Background: an optimization exercise with open tools, aiming at small area, a short achievable clock period and few clock cycles per item. Do not read the settings as production practice. In this exercise RTL edits were held to simulation tests only and were not proved equivalent to the original. In run 2 the design's own scripts or RTL, not TritonCTS, make the clock network. The clock input has no modelled driver; a real chip could not lean on it and would need a root buffer or a full tree. Power and IR drop assume default switching activity.

File: flow/design.v
module Log2(
  input clk,
  input reset,
  input h,
  output reg flag,
  input [7:0] in,
  output reg [7:0] out
);
  reg busy;
  wire [7:0] lut;
  always @(posedge clk or posedge reset) begin
    if (reset) begin
      busy <= 1'b0;
      flag <= 1'b0;
    end else begin
      busy <= h;
      flag <= busy | (flag & ~h);
    end
  end
  always @(posedge clk) begin
    if (busy)
      out <= lut;
    else if (h | ~flag)
      out <= in;
  end
  log2_lut u_lut (.x(out), .y(lut));
endmodule
module log2_lut(input [7:0] x, output [7:0] y);
  wire new_n17, new_n18, new_n19, new_n20, new_n21, new_n22, new_n23,
    new_n24, new_n25, new_n26, new_n27, new_n28, new_n29, new_n30, new_n31,
    new_n32, new_n33, new_n34, new_n35, new_n36, new_n37, new_n38, new_n39,
    new_n40, new_n41, new_n43, new_n44, new_n45, new_n46, new_n47, new_n48,
    new_n49, new_n50, new_n51, new_n52, new_n53, new_n55, new_n56, new_n57,
    new_n58, new_n59, new_n60, new_n61, new_n62, new_n63, new_n64, new_n65,
    new_n66, new_n67, new_n68, new_n69, new_n70, new_n71, new_n72, new_n73,
    new_n74, new_n75, new_n76, new_n77, new_n78, new_n79, new_n80, new_n81,
    new_n82, new_n83, new_n84, new_n85, new_n86, new_n87, new_n88, new_n89,
    new_n90, new_n91, new_n92, new_n93, new_n94, new_n95, new_n96, new_n97,
    new_n98, new_n99, new_n100, new_n101, new_n102, new_n103, new_n104,
    new_n105, new_n106, new_n107, new_n108, new_n109, new_n110, new_n111,
    new_n112, new_n113, new_n114, new_n115, new_n116, new_n117, new_n119,
    new_n120, new_n121, new_n122, new_n123, new_n124, new_n125, new_n126,
    new_n127, new_n128, new_n129, new_n130, new_n132, new_n133, new_n134,
    new_n135, new_n136, new_n138, new_n139;
  assign new_n17 = ~x[5] & ~x[7];
  assign new_n18 = x[1] & ~x[4];
  assign new_n19 = ~x[3] & ~new_n18;
  assign new_n20 = ~x[6] & ~new_n19;
  assign new_n21 = new_n17 & ~new_n20;
  assign new_n22 = x[4] & ~x[7];
  assign new_n23 = ~x[6] & ~new_n22;
  assign new_n24 = x[0] & ~x[3];
  assign new_n25 = ~x[2] & ~new_n24;
  assign new_n26 = new_n17 & ~new_n25;
  assign new_n27 = new_n23 & ~new_n26;
  assign new_n28 = ~new_n21 & ~new_n27;
  assign new_n29 = x[6] & ~x[7];
  assign new_n30 = ~new_n17 & ~new_n29;
  assign new_n31 = ~x[6] & ~x[7];
  assign new_n32 = x[0] & new_n31;
  assign new_n33 = x[2] & ~new_n31;
  assign new_n34 = ~new_n32 & ~new_n33;
  assign new_n35 = new_n30 & ~new_n34;
  assign new_n36 = x[1] & ~x[7];
  assign new_n37 = x[6] & new_n36;
  assign new_n38 = ~new_n35 & ~new_n37;
  assign new_n39 = ~x[2] & ~x[3];
  assign new_n40 = ~x[4] & ~x[5];
  assign new_n41 = ~new_n39 & new_n40;
  assign y[6] = ~new_n31 | new_n41;
  assign new_n43 = x[3] & y[6];
  assign new_n44 = x[1] & ~y[6];
  assign new_n45 = ~new_n43 & ~new_n44;
  assign new_n46 = ~new_n30 & new_n45;
  assign new_n47 = ~new_n23 & ~new_n30;
  assign new_n48 = ~x[2] & ~y[6];
  assign new_n49 = ~x[4] & ~new_n32;
  assign new_n50 = y[6] & new_n49;
  assign new_n51 = ~new_n48 & ~new_n50;
  assign new_n52 = ~new_n47 & ~new_n51;
  assign new_n53 = ~new_n46 & ~new_n52;
  assign y[5] = ~new_n46 & ~new_n47;
  assign new_n55 = ~new_n51 & ~y[5];
  assign new_n56 = ~x[3] & ~x[7];
  assign new_n57 = ~x[5] & ~new_n36;
  assign new_n58 = ~new_n56 & ~new_n57;
  assign new_n59 = y[5] & ~new_n58;
  assign new_n60 = ~new_n55 & ~new_n59;
  assign new_n61 = new_n30 & ~new_n45;
  assign new_n62 = ~new_n34 & new_n47;
  assign new_n63 = ~new_n61 & ~new_n62;
  assign new_n64 = x[0] & x[7];
  assign new_n65 = new_n63 & new_n64;
  assign new_n66 = ~new_n60 & ~new_n65;
  assign new_n67 = ~new_n63 & ~new_n64;
  assign new_n68 = ~new_n66 & ~new_n67;
  assign new_n69 = new_n53 & ~new_n68;
  assign new_n70 = x[1] & x[7];
  assign new_n71 = x[0] & new_n29;
  assign new_n72 = ~new_n70 & ~new_n71;
  assign new_n73 = ~new_n60 & new_n72;
  assign new_n74 = ~new_n69 & ~new_n73;
  assign new_n75 = new_n38 & ~new_n74;
  assign new_n76 = ~new_n38 & ~new_n72;
  assign new_n77 = new_n63 & ~new_n76;
  assign new_n78 = new_n60 & ~new_n77;
  assign new_n79 = new_n53 & new_n78;
  assign new_n80 = ~new_n38 & ~new_n63;
  assign new_n81 = new_n38 & ~new_n72;
  assign new_n82 = ~new_n80 & ~new_n81;
  assign new_n83 = new_n79 & new_n82;
  assign new_n84 = ~new_n75 & ~new_n83;
  assign new_n85 = new_n28 & ~new_n84;
  assign new_n86 = ~new_n38 & new_n72;
  assign new_n87 = new_n64 & ~new_n86;
  assign new_n88 = ~new_n63 & new_n87;
  assign new_n89 = ~new_n81 & ~new_n86;
  assign new_n90 = ~new_n80 & ~new_n89;
  assign new_n91 = ~new_n88 & ~new_n90;
  assign new_n92 = new_n53 & ~new_n91;
  assign new_n93 = ~new_n28 & ~new_n60;
  assign new_n94 = ~new_n92 & new_n93;
  assign new_n95 = new_n38 & new_n60;
  assign new_n96 = ~new_n91 & new_n95;
  assign new_n97 = ~new_n94 & ~new_n96;
  assign new_n98 = new_n38 & ~new_n65;
  assign new_n99 = new_n63 & new_n98;
  assign new_n100 = new_n90 & ~new_n99;
  assign new_n101 = ~x[5] & new_n88;
  assign new_n102 = ~new_n53 & ~new_n101;
  assign new_n103 = ~new_n100 & new_n102;
  assign new_n104 = ~new_n97 & ~new_n103;
  assign new_n105 = ~new_n66 & new_n86;
  assign new_n106 = ~new_n28 & ~new_n105;
  assign new_n107 = ~new_n104 & new_n106;
  assign new_n108 = new_n60 & ~new_n98;
  assign new_n109 = new_n38 & ~new_n60;
  assign new_n110 = ~new_n67 & ~new_n72;
  assign new_n111 = ~new_n109 & new_n110;
  assign new_n112 = ~new_n108 & ~new_n111;
  assign new_n113 = new_n63 & new_n78;
  assign new_n114 = new_n28 & ~new_n53;
  assign new_n115 = ~new_n113 & new_n114;
  assign new_n116 = ~new_n112 & new_n115;
  assign new_n117 = ~new_n107 & ~new_n116;
  assign y[0] = ~new_n85 & new_n117;
  assign new_n119 = ~new_n94 & ~new_n116;
  assign new_n120 = ~new_n28 & new_n80;
  assign new_n121 = ~new_n63 & new_n76;
  assign new_n122 = ~new_n28 & ~new_n77;
  assign new_n123 = ~new_n121 & new_n122;
  assign new_n124 = ~new_n60 & new_n63;
  assign new_n125 = new_n28 & ~new_n78;
  assign new_n126 = ~new_n124 & new_n125;
  assign new_n127 = ~new_n123 & ~new_n126;
  assign new_n128 = ~new_n120 & ~new_n127;
  assign new_n129 = ~new_n119 & ~new_n128;
  assign new_n130 = new_n119 & ~new_n127;
  assign y[1] = ~new_n129 & ~new_n130;
  assign new_n132 = ~new_n77 & ~y[1];
  assign new_n133 = ~new_n120 & ~new_n132;
  assign new_n134 = new_n53 & ~new_n133;
  assign new_n135 = ~new_n53 & ~new_n80;
  assign new_n136 = ~new_n132 & new_n135;
  assign y[2] = ~new_n134 & ~new_n136;
  assign new_n138 = ~new_n60 & new_n134;
  assign new_n139 = new_n60 & ~new_n134;
  assign y[3] = new_n138 | new_n139;
  assign y[4] = new_n28 | new_n79;
  assign y[7] = ~new_n31 | ~new_n40;
endmodule
File: flow/flow/run.sh
#!/bin/bash
# Standard ORFS layout with these changes:
#  - synthesis maps the logic with the ABC script in flow/abc_area.script
#    (same synthesis script otherwise, so registers keep their names and types);
#  - port buffers are sky130_fd_sc_hd__buf_1 instead of the default delay buffer;
#  - extra make settings: 
set -euo pipefail
rm -rf myscripts
cp -r "$FLOW_HOME/scripts" myscripts
cp flow/abc_area.script myscripts/abc_area.script
bash standard.sh synth ABC_AREA=1 SCRIPTS_DIR="$PWD/myscripts" > synth.log 2>&1
bash standard.sh finish SETUP_SLACK_MARGIN=6.95 SETUP_MOVE_SEQUENCE=sizeup,swap "CTS_ARGS=-sink_clustering_enable -sink_clustering_size 20 -sink_clustering_max_diameter 200 -dont_use_dummy_load -repair_clock_nets"  "BUFFER_PORTS_ARGS=-buffer_cell sky130_fd_sc_hd__buf_1" > layout.log 2>&1
File: flow/config.mk
export PLATFORM = sky130hd
export DESIGN_NAME = Log2
export DESIGN_NICKNAME = Log2
export VERILOG_FILES = /design/flow/design.v
export SDC_FILE = /design/flow/constraint.sdc
export NUM_CORES = 4
export LEC_CHECK = 0
export CAP_MARGIN = 20
export CORE_AREA = 2.5 2.5 61.5 61.5
export DIE_AREA = 0 0 64 64
export SLEW_MARGIN = 20
File: flow/constraint.sdc
create_clock -name core_clock -period 10.0 [get_ports {clk}]
set_input_delay 2.0000 -clock core_clock [delete_from_list [all_inputs] [get_ports {clk}]]
set_output_delay 2.0000 -clock core_clock [all_outputs]
set_load 0.01 [all_outputs]
File: flow/standard.sh
#!/bin/bash
# synth_recipe.tcl (not shown) runs the flow's synth.tcl, then flattens the netlist and writes it again
# the make line also repeats each setting of config.mk as NAME=value (left out here)
make -C /OpenROAD-flow-scripts/flow DESIGN_CONFIG=/design/flow/config.mk WORK_HOME=/design/flow/orfs CLKGATE_MAP_FILE= SYNTH_SCRIPT=/design/flow/synth_recipe.tcl "${@:-finish}"
File: flow/flow/abc_area.script
strash
dch
map -D 1800
topo
upsize -D 1800
dnsize -D 1800
==> results of run 1 <==
[logic make-up after synthesis]
logic type / after synthesis / synth area share
buffers and inverters: 23 / 0.09556
flip-flops: 10 / 0.3213
AO/OA/AOI/OAI: 46 / 0.3255
adder cells (fa/ha/maj): 2 / 0.02770
AND/OR/NAND/NOR: 50 / 0.2299
[report_power, final]
| part | internal [mW] | leakage (nW) | total [mW] | switching [mW] |
|---|---|---|---|---|
| registers | 0.0537 | 0.103 | 0.0640 | 0.0103 |
| clock network | 0.0138 | 0.0138 | 0.0253 | 0.0116 |
| logic | 0.0378 | 0.272 | 0.110 | 0.0719 |
[stage by stage]
step	setup WS [ns]	std cells	instance area, um2
detailed placement	7.031	196	1032
global placement	7.047	196	1032
finish	6.941	199	1122
CTS	7.007	199	1055
floorplan	7.372	131	903.4
global route	6.800	199	1122
[worst paths after layout]
kind	from	endpoint	depth (start not counted)
worst max register to register	out[7]$_DFFE_PP_	out[3]$_DFFE_PP_	15
max in group asynchronous	reset	busy$_DFF_PP0_	2
worst min register to register	flag$_DFF_PP0_	flag$_DFF_PP0_	2
worst min-delay path	flag$_DFF_PP0_	flag$_DFF_PP0_	2
min in group asynchronous	reset	flag$_DFF_PP0_	2
worst max-delay path	out[7]$_DFFE_PP_	out[7]	1
[Yosys cell counts (2+ instances only)]
master | instances | area share
a21oi_1 | 9 | 0.050
a21oi_2 | 2 | 0.019
a31oi_1 | 4 | 0.028
clkinv_1 | 18 | 0.075
dfrtp_1 | 2 | 0.055
edfxtp_1 | 8 | 0.27
ha_1 | 2 | 0.028
inv_1 | 2 | 0.0083
inv_2 | 3 | 0.012
nand2_1 | 25 | 0.10
nand3_1 | 5 | 0.028
nor2_1 | 16 | 0.066
o211ai_1 | 5 | 0.042
o21ai_0 | 11 | 0.061
o21ai_1 | 4 | 0.022
o21ai_2 | 4 | 0.039
o22ai_1 | 2 | 0.014
[final cells by class]
class                   instances  area, um2
repair buffers                 19      72.57
clock buffers                   3      22.52
well taps                      46      57.56
fillers                       372       2215
inverters                      23      88.84
flip-flops and latches         10      290.3
multi-input cells              98      590.6
[state kept, by name (all words and copies together), names as in the netlist]
register	flops
busy	1
flag	1
out	8
[metal layers]
layer,share of wire,vias to the layer above
li1,-,501
met1,0.46,457
met2,0.48,34
met3,0.054,0
met4,0,0
met5,0,-
[timing repair]
item / CTS / global route
buffers inserted: 0 / 0
resized for setup: 0 / 16
setup endpoints to repair: 0 / 3
==> results.yml, run 1 <==
yosys:
  yosysSeqAreaShare: 0.3213
  synth_edf_count: 8
  synth_fp_nets: 144
  yosys_most_used_dff: "edfxtp_1"
  synth-seq-cells: 10
  syn_area_per_cell_um2: 6.896
  synth.distinct_cells: 26
  yosys_warnings: 1
  async_flop_share: 0.2000
  synth_area_um2: 903.4
  synthCells: 131
run_status:
  status: "complete, no violations"
place:
  routabilityCongestion: 0.9252
  hpwl_mm: 1.838
  numPortBuffers: 19
global_route:
  grt_max_degree: 14
  grt_use_total: 0.1191
  grt_util_met2: 0.1979
  antenna_found_initial: 0
  grt_pass1_wl_mm: 3.884
  use_met1: 0.1513
  grt_overflow: 0
  first_global_vias: 946
  met3_usage: 0.03345
  grt-busiest-layer: "met2"
final_layout:
  final_util: 0.3363
  diodes: 0
  drive_gt1_frac: 0.1569
  nets: 168
  mostFrequentLayoutCell: "nand2_1"
  layout_common_cells: "24 x nand2_1, 18 x clkinv_1, 18 x buf_1"
  area_growth_pct: 24.24
critical_path:
  cp-start-kind: "flop"
  cp_num_buf_inv: 1
  crit_chain: "buf_2"
  r2r_slack_ns: 7.03
  max_stage_delay_ns: 0.59
  slowest_stage: "edfxtp_1"
  cp.required_ns: 8.00
  end_kind: "output pin"
  worst_path_dominant_cell_family: "flip-flops"
  cp_max_fo: 9
  cp_data_arrival_time_ns: 1.06
  critPathKind: "flop to output pin"
power_and_ir_drop:
  leakage_nw: 0.3881
  finalPower_mw: 0.1990
  ir_worst_vdd_mv: 0.05814
  powerDensity_nw_per_um2: 177.3
floorplanning:
  io_pins: 20
  die_h_um: 64
  start_util: 0.2707
  fp.dieW_um: 64
  core_area_um2: 3337
  rows: 21
  die_area_um2: 4096
timing:
  layout_min_cycle_time_ns: 3.059
  timing.final.hold_violations: 0
  setup_total_negative_slack_ns: 0
  setup_viol: 0
  maxSlewHeadroom: 0.6364
  max_freq_mhz: 327.0
  whs_ns: 0.5318
  slew_viol_final: 0
  fin_crit_sh: 0.3059
  rsz0062_at_grt: "true"
  tightest_slew_ns: 0.5418
  fin_skew_ns: 0.006272
run:
  cap_violations: 0
detailed_routing:
  wirelength_mm: 2.433
  drt_pass1_iterations: 4
  vias: 992
  ant_nets: 0
  drc_errors: 0
  detail_route.vias_per_cell: 4.985
  detail_route.wl_per_cell_um: 12.23
  drt_iter0_drc: 72
clocking:
  insertion_delay_ns: 0.25
  h-tree-depth: 1
  clockBufferDepth: 2
  clkTransAtPathRegs_ns: 0.06
  cts_tree: "built"
  cts-root-buf: "clkbuf_4"
  clock-sinks: 10
  cts_hold_buf: 0
  cts_inserted_buffers: 3
min_path:
  min_path_type: "flop to flop"
Testbench counts, summed over its fixed seeds: cycles 8,192, conversions 4,096.
==> run 2, diff against run 1 <==
==> flow/flow/run.sh (replaced) <==
#!/bin/bash
# Standard ORFS layout with these changes:
#  - synthesis maps the logic with the ABC script in flow/abc_area.script
#    (same synthesis script otherwise, so registers keep their names and types);
#  - port buffers are sky130_fd_sc_hd__buf_1 instead of the default delay buffer;
#  - the clock tree is a single clkbuf_8 between the clock port and the ten
#    registers (all registers get the same clock arrival), instead of an H-tree.
set -euo pipefail
rm -rf myscripts
cp -r "$FLOW_HOME/scripts" myscripts
cp flow/abc_area.script myscripts/abc_area.script
python3 - <<'PY'
p = 'myscripts/cts.tcl'
s = open(p).read()
old = 'log_cmd clock_tree_synthesis {*}$cts_args'
assert old in s
new = '''# place the one clock buffer at the centre of the registers it drives
set clk_net [[ord::get_db_block] findNet clk]
set sx 0
set sy 0
set sn 0
foreach iterm [$clk_net getITerms] {
  lassign [[$iterm getInst] getLocation] ix iy
  set sx [expr {$sx + $ix}]
  set sy [expr {$sy + $iy}]
  incr sn
}
set cx [ord::dbu_to_microns [expr {$sx / $sn}]]
set cy [ord::dbu_to_microns [expr {$sy / $sn}]]
puts "clock buffer at $cx $cy for $sn registers"
log_cmd insert_buffer -buffer_cell sky130_fd_sc_hd__clkbuf_8 -net [get_nets clk] -location [list $cx $cy] -buffer_name clkbuf_root -net_name clk_root
set_propagated_clock [all_clocks]'''
open(p, 'w').write(s.replace(old, new))
PY
bash standard.sh synth ABC_AREA=1 SCRIPTS_DIR="$PWD/myscripts" > synth.log 2>&1
bash standard.sh finish SCRIPTS_DIR="$PWD/myscripts" "BUFFER_PORTS_ARGS=-buffer_cell sky130_fd_sc_hd__buf_1" > layout.log 2>&1
==> results.yml, run 2 <==
final_layout:
  area_growth_pct: 15.79
  drive_gt1_frac: 0.08609
  instances_no_fill: 197
  final_util: 0.3135
  mostFrequentLayoutCell: "nand2_1"
  layout_common_cells: "25 x nand2_1, 19 x buf_1, 18 x clkinv_1"
  top_regs: "out: 8 flops, busy: 1 flops, flag: 1 flops"
  diodes: 0
  largest_register: "out"
  fillers: 371
  nets: 166
  largest_register_ffs: 8
  stdcell_area_um2: 1046
detailed_routing:
  ant_nets: 0
  vias: 965
  drt_iter0_drc: 91
  drt_pass1_iterations: 4
  detail_route.vias_per_cell: 4.898
  wirelength_mm: 2.238
  drc_errors: 0
  detail_route.wl_per_cell_um: 11.36
floorplanning:
  start_util: 0.2707
  io_pins: 20
  core_area_um2: 3337
  fp.dieW_um: 64
  die_h_um: 64
  rows: 21
  die_area_um2: 4096
power_and_ir_drop:
  leakage_nw: 0.3718
  powerDensity_nw_per_um2: 171.7
  ir_worst_vdd_mv: 0.04730
  finalPower_mw: 0.1796
global_route:
  grt_pass1_wl_mm: 3.829
  grt_use_total: 0.1106
  antenna_found_initial: 0
  grt_max_degree: 14
  first_global_vias: 929
  grt_overflow: 0
timing:
  slew_viol_final: 0
  max_freq_mhz: 333.8
  fin_crit_sh: 0.2996
  layout_min_cycle_time_ns: 2.996
  whs_ns: 0.5324
  worst_slack_ns: 7.004
  timing.final.hold_violations: 0
  setup_total_negative_slack_ns: 0
  tightest_slew_ns: 0.7307
  setup_viol: 0
  rsz0062_at_grt: "false"
  maxSlewHeadroom: 0.5077
  fin_skew_ns: 0.0005976
yosys:
  synth_area_um2: 903.4
  async_flop_share: 0.2000
  synth_top_area_cell: "edfxtp_1"
  synth-seq-cells: 10
  yosysSeqAreaShare: 0.3213
  yosys_most_used_dff: "edfxtp_1"
  synth.top_cell.area_share: 0.2659
  synth.top_cells.by_count: "25 x nand2_1, 18 x clkinv_1, 16 x nor2_1, 11 x o21ai_0, 9 x a21oi_1"
  synth_edf_count: 8
  synth_fp_nets: 144
  synthCells: 131
  synth.distinct_cells: 26
  ys_top_cells_by_area: "edfxtp_1 27%, nand2_1 10%, clkinv_1 7.5%, nor2_1 6.6%, o21ai_0 6.1%"
  yosys_warnings: 1
  syn_area_per_cell_um2: 6.896
  synth.most_common_cell: "nand2_1"
clocking:
  cts_hold_buf: 0
  insertion_delay_ns: 0.13
  cts_resized: 0
  clkTransAtPathRegs_ns: 0.06
  post_cts_buffers: 0
critical_path:
  r2r_slack_ns: 7.00
  cp.required_ns: 9.87
  reg2reg_depth: 11
  startpoint: "out[7]$_DFFE_PP_"
  cp_max_fo: 9
  reg2reg_from: "out[7]$_DFFE_PP_"
  r2r-end: "out[3]$_DFFE_PP_"
  critPathKind: "flop to flop"
  cp-start-kind: "flop"
  end_kind: "flop"
  cp_data_arrival_time_ns: 2.86
place:
  routabilityCongestion: 0.9252
  numPortBuffers: 19
  preCtsSetupSlack_ns: 7.031
  placedInstanceArea_um2: 1032
  place_inst: 196
  hpwl_mm: 1.838
run_status:
  status: "complete, no violations"
min_path:
  hold_path_end: "flag$_DFF_PP0_"
  hold_start: "flag$_DFF_PP0_"
  min_path_cells: 2
  min_path_type: "flop to flop"
run:
  cap_violations: 0
## run 2: cell types whose count changed in the layout (fill, tap and decap cells not counted), sizes merged
cell,previous run,this run
clkbuf,3,1
## run 2: final cells by class, clock buffers not listed
cell class	count	area, um2	area share
Multi-Input combinational cell	98	526.8	0.5036
Timing Repair Buffer	19	71.32	0.06818
Tap cell	46	57.56	0.05502
Sequential cell	10	290.3	0.2775
Inverter	23	86.33	0.08254
## run 2: worst max path at each step
stage                            end  slack [ns]
CTS                 out[3]$_DFFE_PP_        7.01
detailed placement  out[3]$_DFFE_PP_        7.03
floorplan           out[3]$_DFFE_PP_        7.37
finish              out[3]$_DFFE_PP_        7.00
global placement    out[3]$_DFFE_PP_        7.05
global route        out[3]$_DFFE_PP_        6.68
## run 2: kinds of logic after synthesis
logic type               share of synthesized area
AO/OA/AOI/OAI                               0.3255
flip-flops                                  0.3213
adder cells (fa/ha/maj)                    0.02770
buffers and inverters                      0.09556
AND/OR/NAND/NOR                             0.2299
## run 2: critical path, stage by stage, from the launching register on
cell,delay (ns)
edfxtp_1,0.54
nor2_4,0.23
nand2_2,0.10
o21ai_0,0.08
o21ai_1,0.13
o21ai_0,0.61
o2111ai_1,0.32
o211ai_1,0.19
nand3_1,0.12
a21oi_1,0.21
or2_1,0.13
a31oi_1,0.06
## run 2: per-layer routing
| layer | GRT usage | share of wire |
|---|---|---|
| met1 | 0.1513 | 0.48 |
| met2 | 0.1979 | 0.46 |
| met4 | 0.01087 | 0.0054 |
| met3 | 0.005282 | 0.050 |
| met5 | 0 | 0 |
## run 2: report_power, final
part	leakage (nW)	internal, mW	switching [mW]	total, mW
Clock	0.00719	0.00908	0.00912	0.0182
Sequential	0.103	0.0537	0.00993	0.0636
Combinational	0.262	0.0331	0.0647	0.0978
Total	0.372	0.0959	0.0837	0.180

re-timing with driven ports:
How much do the figures lean on ideal ports? The routed layouts below were timed once more, with nothing changed but the port constraints. Step 1 assumes that a clkbuf_16 drives the clock port and a buf_2 every other input. Step 2 adds t to the input delays and takes it off the output delays; t is the mean of the earliest and latest rising clock arrival at the registers after step 1. Input paths then give back, and output paths get back, about the clock's delay inside the block. a / b / c = no drivers / after step 1 / after step 2; a / b = the first two.
run | t (ns) | setup slack, ns | worst setup path after step 2 | cell pins on the clock port's net
run 1 | 0.269 | 6.941 / 6.924 / 7.035 | register to register | 1
run 2 | 0.146 | 7.004 / 7.004 / 7.004 | register to register | 1
After both steps every run listed still meets setup and hold.
